What follows belongs to an exercise in optimizing a design on an open flow for small area and a short achievable clock period; a production flow would make more cautious choices.
Power figures rest on the tool's default switching activity, not on a simulated workload.

==> wip/tundra: inputs <==
==> flow/design.v <==
module iir_filter_threefold(clk,rst,x,y);
input clk;
input rst;
input [19:0] x;
output reg [19:0] y;
reg pa, pb, pc;
reg [19:0] ob;           
reg [19:1] v;            
reg [17:0] h2, h3n, h4;  
reg [16:0] h5n;          
wire [18:0] ap = v;
wire [18:0] bp = ob[19:1];
wire [18:0] p0 = ap ^ bp;
wire [18:0] g0 = ap & bp;
wire gg1 = g0[1] | (p0[1] & g0[0]);
wire gg2 = g0[3] | (p0[3] & g0[2]);
wire pp2 = p0[3] & p0[2];
wire gg3 = g0[5] | (p0[5] & g0[4]);
wire pp3 = p0[5] & p0[4];
wire gg4 = g0[7] | (p0[7] & g0[6]);
wire pp4 = p0[7] & p0[6];
wire gg5 = g0[9] | (p0[9] & g0[8]);
wire pp5 = p0[9] & p0[8];
wire gg6 = g0[11] | (p0[11] & g0[10]);
wire pp6 = p0[11] & p0[10];
wire gg7 = g0[13] | (p0[13] & g0[12]);
wire pp7 = p0[13] & p0[12];
wire gg8 = g0[15] | (p0[15] & g0[14]);
wire pp8 = p0[15] & p0[14];
wire gg9 = g0[17] | (p0[17] & g0[16]);
wire pp9 = p0[17] & p0[16];
wire gg10 = gg2 | (pp2 & gg1);
wire gg11 = gg4 | (pp4 & gg3);
wire pp11 = pp4 & pp3;
wire gg12 = gg6 | (pp6 & gg5);
wire pp12 = pp6 & pp5;
wire gg13 = gg8 | (pp8 & gg7);
wire pp13 = pp8 & pp7;
wire gg14 = gg11 | (pp11 & gg10);
wire gg15 = gg13 | (pp13 & gg12);
wire pp15 = pp13 & pp12;
wire gg16 = gg15 | (pp15 & gg14);
wire gg17 = gg12 | (pp12 & gg14);
wire gg18 = gg3 | (pp3 & gg10);
wire gg19 = gg5 | (pp5 & gg14);
wire gg20 = gg7 | (pp7 & gg17);
wire gg21 = gg9 | (pp9 & gg16);
wire gg22 = g0[2] | (p0[2] & gg1);
wire gg23 = g0[4] | (p0[4] & gg10);
wire gg24 = g0[6] | (p0[6] & gg18);
wire gg25 = g0[8] | (p0[8] & gg14);
wire gg26 = g0[10] | (p0[10] & gg19);
wire gg27 = g0[12] | (p0[12] & gg17);
wire gg28 = g0[14] | (p0[14] & gg20);
wire gg29 = g0[16] | (p0[16] & gg16);
wire gg30 = g0[18] | (p0[18] & gg21);
wire [18:0] cg = {gg30, gg21, gg29, gg16, gg28, gg20, gg27, gg17, gg26, gg19, gg25, gg14, gg24, gg18, gg23, gg10, gg22, gg1, g0[0]};
wire [19:0] sum = {p0 ^ {cg[17:0], 1'b0}, ob[0]};
always @(posedge clk) begin
  if (rst) begin
    pa <= 1'b0; pb <= 1'b0; pc <= 1'b0;
    y  <= 20'd0;
    ob <= 20'd0;
    v  <= 19'd0;
    h2 <= 18'd0; h3n <= 18'h3ffff; h4 <= 18'd0;
    h5n <= 17'h1ffff;
  end else begin
    pa <= pc | ~(pa | pb | pc);
    pb <= pa;
    pc <= pb;
    ob <= ({20{pc}} & {~h3n, 2'b00})
        | ({20{pa}} & {y[18:0], 1'b0})
        | ({20{pb}} & x);
    if (pc) begin
      y  <= sum;
      h2 <= y[17:0];
      h3n <= ~h2;
      h4 <= ~h3n;
      h5n <= ~h4[16:0];
      v  <= {~h5n, 2'b00};
    end else begin
      v  <= sum[19:1];
    end
  end
end
endmodule
==> flow/flow/run.sh <==
#!/bin/bash
# Own layout flow: the standard ORFS flow (standard synthesis unchanged), with
#  - plain buf_1 port buffers (resized later as timing needs),
#  - resizing not tied to cell footprints,
#  - a clock tree of clkbuf_8 leaf buffers under a clkbuf_16 root, without dummy loads.
set -euo pipefail
bash standard.sh \
  "BUFFER_PORTS_ARGS=-buffer_cell sky130_fd_sc_hd__buf_1" \
  "MATCH_CELL_FOOTPRINT=0" \
  "CTS_ARGS=-sink_clustering_enable -repair_clock_nets -dont_use_dummy_load -buf_list sky130_fd_sc_hd__clkbuf_8 -root_buf sky130_fd_sc_hd__clkbuf_16" \
  finish > flow_make.log 2>&1
==> flow/standard.sh <==
#!/bin/bash
# synth_recipe.tcl (not shown) runs the flow's synth.tcl, then flattens the netlist and writes it again
# the make line also repeats each setting of config.mk as NAME=value (left out here)
make -C /OpenROAD-flow-scripts/flow DESIGN_CONFIG=/design/flow/config.mk WORK_HOME=/design/flow/orfs CLKGATE_MAP_FILE= SYNTH_SCRIPT=/design/flow/synth_recipe.tcl "${@:-finish}"
==> flow/config.mk <==
export PLATFORM = sky130hd
export DESIGN_NAME = iir_filter_threefold
export DESIGN_NICKNAME = iir_filter_threefold
export VERILOG_FILES = /design/flow/design.v
export SDC_FILE = /design/flow/constraint.sdc
export NUM_CORES = 4
export LEC_CHECK = 0
export ABC_AREA = 1
export CAP_MARGIN = 20
export CORE_MARGIN = 2
export CORE_UTILIZATION = 40
export SETUP_SLACK_MARGIN = 3.9
export SLEW_MARGIN = 20
==> flow/constraint.sdc <==
create_clock -name core_clock -period 6.0 [get_ports {clk}]
set_input_delay 1.2000 -clock core_clock [delete_from_list [all_inputs] [get_ports {clk}]]
set_output_delay 1.2000 -clock core_clock [all_outputs]
set_load 0.01 [all_outputs]
==> wip/harbor: changes against wip/tundra <==
==> flow/design.v, changed modules only <==
module iir_filter_threefold(clk,rst,x,y);
input clk;
input rst;
input [19:0] x;
output reg [19:0] y;
reg rr;
reg pa, pb, pc;
reg [19:0] ob;           
reg [19:1] v;            
reg [17:0] h2, h3, h4;   
reg [16:0] h5;           
wire [19:1] pa0 = v ^ ob[19:1];
wire [19:1] ga0 = v & ob[19:1];
wire [19:1] gl [0:5];
wire [19:1] pl [0:5];
assign gl[0] = ga0;
assign pl[0] = pa0;
genvar gi, gk;
generate
  for (gk = 0; gk < 5; gk = gk + 1) begin : lvl
    for (gi = 1; gi <= 19; gi = gi + 1) begin : bitn
      if (gi - (1 << gk) >= 1) begin : comb
        assign gl[gk+1][gi] = gl[gk][gi] | (pl[gk][gi] & gl[gk][gi - (1 << gk)]);
        assign pl[gk+1][gi] = pl[gk][gi] & pl[gk][gi - (1 << gk)];
      end else begin : pass
        assign gl[gk+1][gi] = gl[gk][gi];
        assign pl[gk+1][gi] = pl[gk][gi];
      end
    end
  end
endgenerate
wire [19:1] cin = {gl[5][18:1], 1'b0};
wire [19:0] sum = {pa0 ^ cin, ob[0]};
always @(posedge clk) begin
  rr <= rst;
  if (rst)
    y <= 20'd0;
  else if (pc & ~rr)
    y <= sum;
  if (rr) begin
    pa <= 1'b1; pb <= 1'b0; pc <= 1'b0;
    ob <= 20'd0;
    v  <= 19'd0;
    h2 <= 18'd0; h3 <= 18'd0; h4 <= 18'd0;
    h5 <= 17'd0;
  end else begin
    pa <= pc;
    pb <= pa;
    pc <= pb;
    ob <= ({20{pc}} & {h3, 2'b00})
        | ({20{pa}} & {y[18:0], 1'b0})
        | ({20{pb}} & x);
    if (pc) begin
      h2 <= y[17:0];
      h3 <= h2;
      h4 <= h3;
      h5 <= h4[16:0];
      v  <= {h5, 2'b00};
    end else begin
      v  <= sum[19:1];
    end
  end
end
endmodule
==> flow/flow/run.sh (replaced) <==
#!/bin/bash
# Own layout flow: the standard ORFS flow (standard synthesis unchanged),
# with plain buf_1 port buffers and resizing not tied to cell footprints.
set -euo pipefail
bash standard.sh \
  "BUFFER_PORTS_ARGS=-buffer_cell sky130_fd_sc_hd__buf_1" \
  "MATCH_CELL_FOOTPRINT=0" \
  finish > flow_make.log 2>&1
==> wip/sierra: changes against wip/tundra <==
==> flow/design.v, changed modules only <==
module iir_filter_threefold(clk,rst,x,y);
input clk;
input rst;
input [19:0] x;
output reg [19:0] y;
reg rr;
reg pa, pb, pc;
reg [19:0] ob;           
reg [19:1] v;            
reg [17:0] h2, h3, h4;   
reg [16:0] h5;           
wire [19:1] pa0 = v ^ ob[19:1];
wire [19:1] ga0 = v & ob[19:1];
wire [19:1] gl [0:5];
wire [19:1] pl [0:5];
assign gl[0] = ga0;
assign pl[0] = pa0;
genvar gi, gk;
generate
  for (gk = 0; gk < 5; gk = gk + 1) begin : lvl
    for (gi = 1; gi <= 19; gi = gi + 1) begin : bitn
      if (gi - (1 << gk) >= 1) begin : comb
        assign gl[gk+1][gi] = gl[gk][gi] | (pl[gk][gi] & gl[gk][gi - (1 << gk)]);
        assign pl[gk+1][gi] = pl[gk][gi] & pl[gk][gi - (1 << gk)];
      end else begin : pass
        assign gl[gk+1][gi] = gl[gk][gi];
        assign pl[gk+1][gi] = pl[gk][gi];
      end
    end
  end
endgenerate
wire [19:1] cin = {gl[5][18:1], 1'b0};
wire [19:0] sum = {pa0 ^ cin, ob[0]};
always @(posedge clk) begin
  rr <= rst;
  if (rst)
    y <= 20'd0;
  else if (pc & ~rr)
    y <= sum;
  if (rr) begin
    pa <= 1'b1; pb <= 1'b0; pc <= 1'b0;
    ob <= 20'd0;
    v  <= 19'd0;
    h2 <= 18'd0; h3 <= 18'd0; h4 <= 18'd0;
    h5 <= 17'd0;
  end else begin
    pa <= pc;
    pb <= pa;
    pc <= pb;
    ob <= ({20{pc}} & {h3, 2'b00})
        | ({20{pa}} & {y[18:0], 1'b0})
        | ({20{pb}} & x);
    if (pc) begin
      h2 <= y[17:0];
      h3 <= h2;
      h4 <= h3;
      h5 <= h4[16:0];
      v  <= {h5, 2'b00};
    end else begin
      v  <= sum[19:1];
    end
  end
end
endmodule
==> flow/flow/run.sh (replaced) <==
#!/bin/bash
# Own layout flow: the standard ORFS flow (standard synthesis unchanged), with
#  - plain buf_1 port buffers (resized later as timing needs),
#  - resizing not tied to cell footprints,
#  - a clock tree of clkbuf_4 leaf buffers under a clkbuf_16 root, without dummy loads.
set -euo pipefail
bash standard.sh \
  "BUFFER_PORTS_ARGS=-buffer_cell sky130_fd_sc_hd__buf_1" \
  "MATCH_CELL_FOOTPRINT=0" \
  "CTS_ARGS=-sink_clustering_enable -repair_clock_nets -dont_use_dummy_load -buf_list sky130_fd_sc_hd__clkbuf_4 -root_buf sky130_fd_sc_hd__clkbuf_16" \
  finish > flow_make.log 2>&1
==> notes <==
Flip-flop and latch count: wip/harbor is higher than wip/tundra (1). Against wip/sierra, the combinational power of wip/harbor is larger by about 4%. The lowest global-route usage belongs to wip/tundra, the highest to wip/harbor. The lowest worst hold slack belongs to wip/tundra, the highest to wip/harbor. In clock-buffer cell count, wip/tundra and wip/sierra do not differ. Die area: wip/harbor is higher than wip/tundra (about 15%). Routed wire length: wip/sierra is higher than wip/tundra (about 17%). The lowest first-iteration DRC count belongs to wip/tundra, the highest to wip/harbor. Non-clock buffer count, highest first: wip/tundra, wip/harbor, wip/sierra. Register-to-register slack: wip/tundra < wip/harbor < wip/sierra. Final cell count: wip/tundra < wip/sierra < wip/harbor.
==> figures <==
                                                                            wip/tundra                wip/harbor                wip/sierra
Master of the slowest instance on the critical path              sky130_fd_sc_hd__fa_2  sky130_fd_sc_hd__dfxtp_2  sky130_fd_sc_hd__dfxtp_2
Share of the cycle needed by the critical path after routing                     36.5%                     34.5%                     34.4%
Flop2flop setup slack                                                          3.81 ns                   4.03 ns                   4.08 ns
Slew margin rel.                                                                 34.5%                     28.5%                     28.8%
Adder-cell share of the synthesized area                                         7.97%                     4.32%                     4.32%
Clock Sinks                                                                        132                       133                       133
Critical path data required time                                               6.27 ns                   4.80 ns                   4.80 ns
Static Leakage                                                              0.00218 uW                0.00298 uW                0.00273 uW
Post-CTS setup repair buffer count                                                   3                         6                         1
Layout filler cell count                                                         1,173                     1,398                     1,445
Pre-CTS setup slack                                                            2.84 ns                   3.39 ns                   3.39 ns
Finished Core Util                                                               47.9%                     48.1%                     44.6%
Post-route non-filler standard cell count                                          733                       979                       963
Longest individual stage delay on the worst path                               0.53 ns                   0.36 ns                   0.38 ns
Slew at the pin closest to its max-slew limit                                 0.981 ns                   1.07 ns                   1.07 ns
Run status                                                     complete, no violations   complete, no violations   complete, no violations
Crit path depth                                                                     12                         1                         1
Initial Utilization                                                              41.0%                     40.9%                     40.9%
Most frequent cell after synthesis                            sky130_fd_sc_hd__dfxtp_1  sky130_fd_sc_hd__nand2_1  sky130_fd_sc_hd__nand2_1
Height of the die                                                               115 um                    123 um                    123 um
Power Internal                                                                 1190 uW                   1600 uW                   1100 uW
Met1 capacity usage during global routing                                        23.0%                     28.1%                     27.0%
Clock power frac                                                                 35.0%                     49.0%                     27.9%
Function was not checked in any run of this note: the RTL went through the layout flow alone.

==> separate check: timing with driven ports <==
The results above use ideal ports. As a check the final layouts listed here were re-extracted and re-timed, cells and wires unchanged. Step 1, drivers: a clkbuf_16 drives clk and a buf_2 each remaining input, both assumed. Step 2 adds t to the input delays and takes it off the output delays; t is the mean of the earliest and latest rising clock arrival at the registers after step 1. Input paths then give back, and output paths get back, about the clock's delay inside the block. Slacks: ideal ports / drivers / drivers and shift; pairs: ideal ports / drivers.
run	shift t [ns]	slack for setup (ns)	hold WS [ns]	worst slew at a driven data input, ns
wip/tundra	0.378	3.808 / 3.808 / 3.588	0.402 / 0.402 / 0.402	0.03
wip/harbor	0.439	3.930 / 3.890 / 3.947	0.458 / 0.458 / 0.458	0.04
wip/sierra	0.373	3.935 / 3.898 / 3.965	0.456 / 0.456 / 0.456	0.04
After both steps setup and hold are still met in every run listed. For wip/tundra, which loses most, drivers alone change the setup slack by 0.000 ns; drivers and shift together by -0.220 ns.
